Context: an optimization exercise on an open-source flow, tuned for small area. The choices shown serve that exercise and are no tape-out recipe. The RTL was checked by simulation tests, not by an equivalence proof against the original design. The clock port is modelled as an ideal driver; clocking choices that lean on that would not hold on a real chip. No activity file was given, so power comes from the tool's default toggle rates.

Setup of lane 3:
Design main, start of the top module:
module main #(
    parameter MAIN_DIV = 8,      
    parameter SCAN_DIV = 4       
)(
    input wire clk,
    input wire rst,    
    input wire btnC,   
    input wire btnL,   
    input wire btnR,   
    input wire [7:0] num1,   
    input wire [7:0] num2,   
    output wire [6:0] seg,            
    output wire [3:0] an,              
    output wire multiplicationFinished    
);
    wire mtick, stick, load, mdiv3;
    step_ctrl ctrl(.clk(clk), .rst(rst), .btnC(btnC), .mtick(mtick), .stick(stick), .load(load), .mdiv3(mdiv3));
    reg [7:0] mcand;         
    reg mcand_seen;
    wire mcand_b0 = mcand[0] ^ (mcand[7] & mcand_seen);
    reg [16:0] mplier;       
    reg [16:0] prod;         
    reg sign;
    wire fin_fast = mcand[7] ? ((&mcand) & mcand_seen) : (mcand == 8'd0);
    reg cvt;                 
    wire neg1 = sign ^ mcand[7];
    wire cvt_step = cvt & ~mdiv3;
    wire cvt_done = cvt & mdiv3 & stick;     
    wire mag1_bit = mplier[16] ^ (neg1 & (|mplier[15:9]));
    wire [16:0] mplier_dbl;
    bcd_dbl dbl(.x(mplier), .cin(cvt_step & mag1_bit), .y(mplier_dbl));
    wire add_en = mtick & ~load & mcand_b0;
    wire [16:0] sum;
    bcd_add adder(.a(prod), .b(mplier & {17{add_en}}), .y(sum));
    always @(posedge clk) begin
        if (rst) begin
            mcand <= 8'd0;
            mcand_seen <= 1'b0;
            sign <= 1'b0;
        end else if (mtick) begin
            if (load) begin
                mcand <= num2;
                mcand_seen <= 1'b0;
                sign <= num1[7] ^ num2[7];
            end else begin
                mcand <= {mcand[7], mcand[7:1]};
                mcand_seen <= mcand_seen | mcand[0];
            end
        end else if (cvt_done) begin
            sign <= sign & ~fin_fast & (|mplier[8:0]);
        end
    end
    always @(posedge clk) begin
        if (rst || (mtick && load)) prod <= 17'h06666;
        else                        prod <= sum;
    end
    always @(posedge clk) begin
        if (mtick) cvt <= load;
    end
    always @(posedge clk) begin
        if (mtick) begin
            if (load) mplier <= {num1, 9'd0};
  ...
Size: ~430 cells after synthesis, about 33 I/O pins, about 3300 um2 of cells after synthesis.
clock: 20.0 ns
lec_check: 0
abc_area: 1
cap_margin: 20
core_margin: 2
core_utilization: 65
place_density: 0.8
slew_margin: 20
standard.sh (not shown) runs the stock make flow with config.mk's settings and CLKGATE_MAP_FILE= SYNTH_SCRIPT=/design/flow/synth_recipe.tcl, a recipe that flattens the netlist after the stock synthesis.
==> flow/flow/run.sh <==
#!/bin/bash
# Own layout flow: the standard synthesis; then the combinational logic
# between the registers re-mapped by ABC for area with a few scripts, keeping
# the smallest netlist (registers, their names and cell types untouched);
# then the standard layout with small port buffers and no CTS dummy loads.
set -euo pipefail
WORK=$(pwd)
FLOW=$WORK/flow
R=$WORK/orfs/results/${FLOW_PLATFORM}/main/base
LIB=$FLOW_HOME/platforms/${FLOW_PLATFORM}/lib/sky130_fd_sc_hd__tt_025C_1v80.lib
# keep temporary files inside the work folder
export TMPDIR=$WORK/tmp
mkdir -p $TMPDIR

# 1. standard synthesis
bash standard.sh synth > $WORK/flow_synth.log 2>&1

# 2. re-map the logic
cp $R/1_2_yosys.v $WORK/std_netlist.v
python3 $FLOW/genmodels.py $LIB > $WORK/cell_models.v 2> $WORK/flow_genmodels.log
DU=$(sed -n '/DONT_USE_CELLS +=/,/^#/p' $FLOW_HOME/platforms/${FLOW_PLATFORM}/config.mk \
     | grep -o "sky130_fd_sc_hd__[a-z0-9_]*" | sed 's/^/-dont_use /' | tr '\n' ' ')
regs() { grep -oE "sky130_fd_sc_hd__[a-z0-9]*df[a-z0-9_]* +[^ (]+" "$1" | sort; }
resynth() {
  local S=$1 n=$(basename $1 .abc)
  timeout 900 yosys -l $WORK/flow_$n.log -p "
read_verilog $WORK/cell_models.v
read_verilog $WORK/std_netlist.v
hierarchy -top $FLOW_TOP
flatten
opt -purge
techmap
opt -fast -purge
abc -liberty $LIB $DU -script $S
opt_clean -purge
hilomap -singleton -hicell sky130_fd_sc_hd__conb_1 HI -locell sky130_fd_sc_hd__conb_1 LO
insbuf -buf sky130_fd_sc_hd__buf_1 A X
splitnets
opt_clean -purge
tee -o $WORK/$n.stat stat -liberty $LIB
write_verilog -noattr -nohex -nodec $WORK/$n.v
" > /dev/null 2>&1 || true
}
# run the scripts, a few at a time
i=0
for S in $FLOW/resynth_*.abc; do
  resynth $S &
  i=$((i + 1))
  if (( i % ${NUM_CORES:-4} == 0 )); then wait; fi
done
wait
best=""; best_area=""
for S in $FLOW/resynth_*.abc; do
  n=$(basename $S .abc)
  [[ -f $WORK/$n.stat && -f $WORK/$n.v ]] || { echo "$n: failed" >> $WORK/flow_pick.log; continue; }
  area=$(grep "Chip area" $WORK/$n.stat | grep -oE "[0-9.]+$" || true)
  [[ -n "$area" ]] || continue
  # keep the registers: same instance names and cell types as the standard synthesis
  [[ "$(regs $WORK/std_netlist.v)" == "$(regs $WORK/$n.v)" ]] || { echo "$n: register mismatch" >> $WORK/flow_pick.log; continue; }
  echo "$n: $area" >> $WORK/flow_pick.log
  if [[ -z "$best" ]] || awk "BEGIN{exit !($area < $best_area)}"; then best=$n; best_area=$area; fi
done
echo "picked: ${best:-standard}" >> $WORK/flow_pick.log
if [[ -n "$best" ]]; then
  cp $WORK/$best.v $R/1_2_yosys.v
  touch $R/1_2_yosys.v
fi

# 3. layout up to clock tree synthesis
CTS_ARGS="-sink_clustering_enable -repair_clock_nets -dont_use_dummy_load -buf_list {sky130_fd_sc_hd__clkbuf_4}"
bash standard.sh "BUFFER_PORTS_ARGS=-buffer_cell sky130_fd_sc_hd__buf_1" "CTS_ARGS=$CTS_ARGS" cts > $WORK/flow_layout_cts.log 2>&1

# 4. upsize the clock buffers with the largest fanout
CTS_ODB=$R/4_cts.odb CTS_SMALL_BUF=sky130_fd_sc_hd__clkbuf_4 CTS_BIG_BUF=sky130_fd_sc_hd__clkbuf_8 CTS_MAX_FANOUT=10 \
  openroad -no_init -exit $FLOW/cts_fix.tcl > $WORK/flow_cts_fix.log 2>&1
touch $R/4_cts.odb

# 5. rest of the layout
bash standard.sh "BUFFER_PORTS_ARGS=-buffer_cell sky130_fd_sc_hd__buf_1" "CTS_ARGS=$CTS_ARGS" finish > $WORK/flow_layout.log 2>&1
==> flow/flow/resynth_f10.abc <==
strash
dc2
balance; rewrite; refactor; balance; rewrite; rewrite -z; balance; refactor -z; rewrite -z; balance
&get -n
&deepsyn -T 60 -S 10
&put
dch -f
amap
mfs2 -a
strash
dch -f
amap
mfs2 -a
strash
dch -f
amap
topo
==> flow/flow/resynth_f11.abc <==
strash
dc2
balance; rewrite; refactor; balance; rewrite; rewrite -z; balance; refactor -z; rewrite -z; balance
&get -n
&deepsyn -T 60 -S 11
&put
dch -f
amap
mfs2 -a
strash
dch -f
amap
mfs2 -a
strash
dch -f
amap
topo
==> flow/flow/resynth_f12.abc <==
strash
dc2
balance; rewrite; refactor; balance; rewrite; rewrite -z; balance; refactor -z; rewrite -z; balance
&get -n
&deepsyn -T 60 -S 12
&put
dch -f
amap
mfs2 -a
strash
dch -f
amap
mfs2 -a
strash
dch -f
amap
topo
==> flow/flow/resynth_f13.abc <==
strash
dc2
balance; rewrite; refactor; balance; rewrite; rewrite -z; balance; refactor -z; rewrite -z; balance
&get -n
&deepsyn -T 60 -S 13
&put
dch -f
amap
mfs2 -a
strash
dch -f
amap
mfs2 -a
strash
dch -f
amap
topo
==> flow/flow/resynth_f6.abc <==
strash
dc2
balance; rewrite; refactor; balance; rewrite; rewrite -z; balance; refactor -z; rewrite -z; balance
&get -n
&deepsyn -T 60 -S 6
&put
dch -f
amap
mfs2 -a
strash
dch -f
amap
mfs2 -a
strash
dch -f
amap
topo
==> flow/flow/resynth_f7.abc <==
strash
dc2
balance; rewrite; refactor; balance; rewrite; rewrite -z; balance; refactor -z; rewrite -z; balance
&get -n
&deepsyn -T 60 -S 7
&put
dch -f
amap
mfs2 -a
strash
dch -f
amap
mfs2 -a
strash
dch -f
amap
topo
==> flow/flow/resynth_f8.abc <==
strash
dc2
balance; rewrite; refactor; balance; rewrite; rewrite -z; balance; refactor -z; rewrite -z; balance
&get -n
&deepsyn -T 60 -S 8
&put
dch -f
amap
mfs2 -a
strash
dch -f
amap
mfs2 -a
strash
dch -f
amap
topo
==> flow/flow/resynth_f9.abc <==
strash
dc2
balance; rewrite; refactor; balance; rewrite; rewrite -z; balance; refactor -z; rewrite -z; balance
&get -n
&deepsyn -T 60 -S 9
&put
dch -f
amap
mfs2 -a
strash
dch -f
amap
mfs2 -a
strash
dch -f
amap
topo
Other scripts of this flow, unchanged in this note and not shown: flow/flow/cts_fix.tcl, flow/flow/genmodels.py, flow/flow/resynth_a1.abc, flow/flow/resynth_a4.abc, flow/flow/resynth_a5.abc, flow/flow/resynth_a7.abc, flow/flow/resynth_b1.abc, flow/flow/resynth_b1s1.abc, flow/flow/resynth_b1s3.abc, flow/flow/resynth_b8.abc, flow/flow/resynth_d4.abc, flow/flow/resynth_d5.abc, flow/flow/resynth_d6.abc, flow/flow/resynth_d7.abc, flow/flow/resynth_e2.abc, flow/flow/resynth_f1.abc, flow/flow/resynth_f3.abc, flow/flow/resynth_f4.abc, flow/flow/resynth_f5.abc, flow/flow/resynth_g1.abc
Looking at the reports, lane 3 completed the entire flow and the layout it produced met the timing, DRC and antenna checks.
The inputs of lane 4 differ from those of lane 3 as listed below.
removed: flow/flow/resynth_f10.abc
removed: flow/flow/resynth_f11.abc
removed: flow/flow/resynth_f12.abc
removed: flow/flow/resynth_f13.abc
removed: flow/flow/resynth_f6.abc
removed: flow/flow/resynth_f7.abc
removed: flow/flow/resynth_f8.abc
removed: flow/flow/resynth_f9.abc
### Flow results
Lane 4 and lane 3 ended up with nearly the same number of buffers between clock root and the deepest sink. Comparing lane 3 against lane 4, there is no change at all in average size of a mapped cell. Looking at lane 4 and lane 3, the delay of the slowest cell on the worst path is a wash. Comparing lane 4 against lane 3, there is no change at all in clock distribution area overhead in the final layout. On clock power, lane 4 tracks lane 3 almost exactly. On portion of total power attributed to combinational logic, lane 4 and lane 3 are neck and neck. Diff lane 3 -> lane 4: final hold slack now sits at about the same level, count of final max-slew check failures now sits at about the same level, routed wire length per instance now sits at about the same level.

[what the ideal ports hide]
Ports are ideal in the flow. The routed layouts listed here were re-timed in OpenROAD. Step 1 sets driving cells, clkbuf_16 on the clock port and buf_2 on the other inputs (assumed; they add their load-dependent delay and slew). Step 2 adds t to the input delays and takes it off the output delays; t is the mean of the earliest and latest rising clock arrival at the registers after step 1. Input paths then give back, and output paths get back, about the clock's delay inside the block. Slacks: ideal ports / drivers / drivers and shift; pairs: ideal ports / drivers.
run	t (ns)	slack for setup (ns)	worst register clock-pin slew, ns
lane 3	0.414	9.549 / 9.549 / 9.549	0.10 / 0.10
lane 4	0.414	9.549 / 9.549 / 9.549	0.10 / 0.10
After both steps every run listed still meets setup and hold.
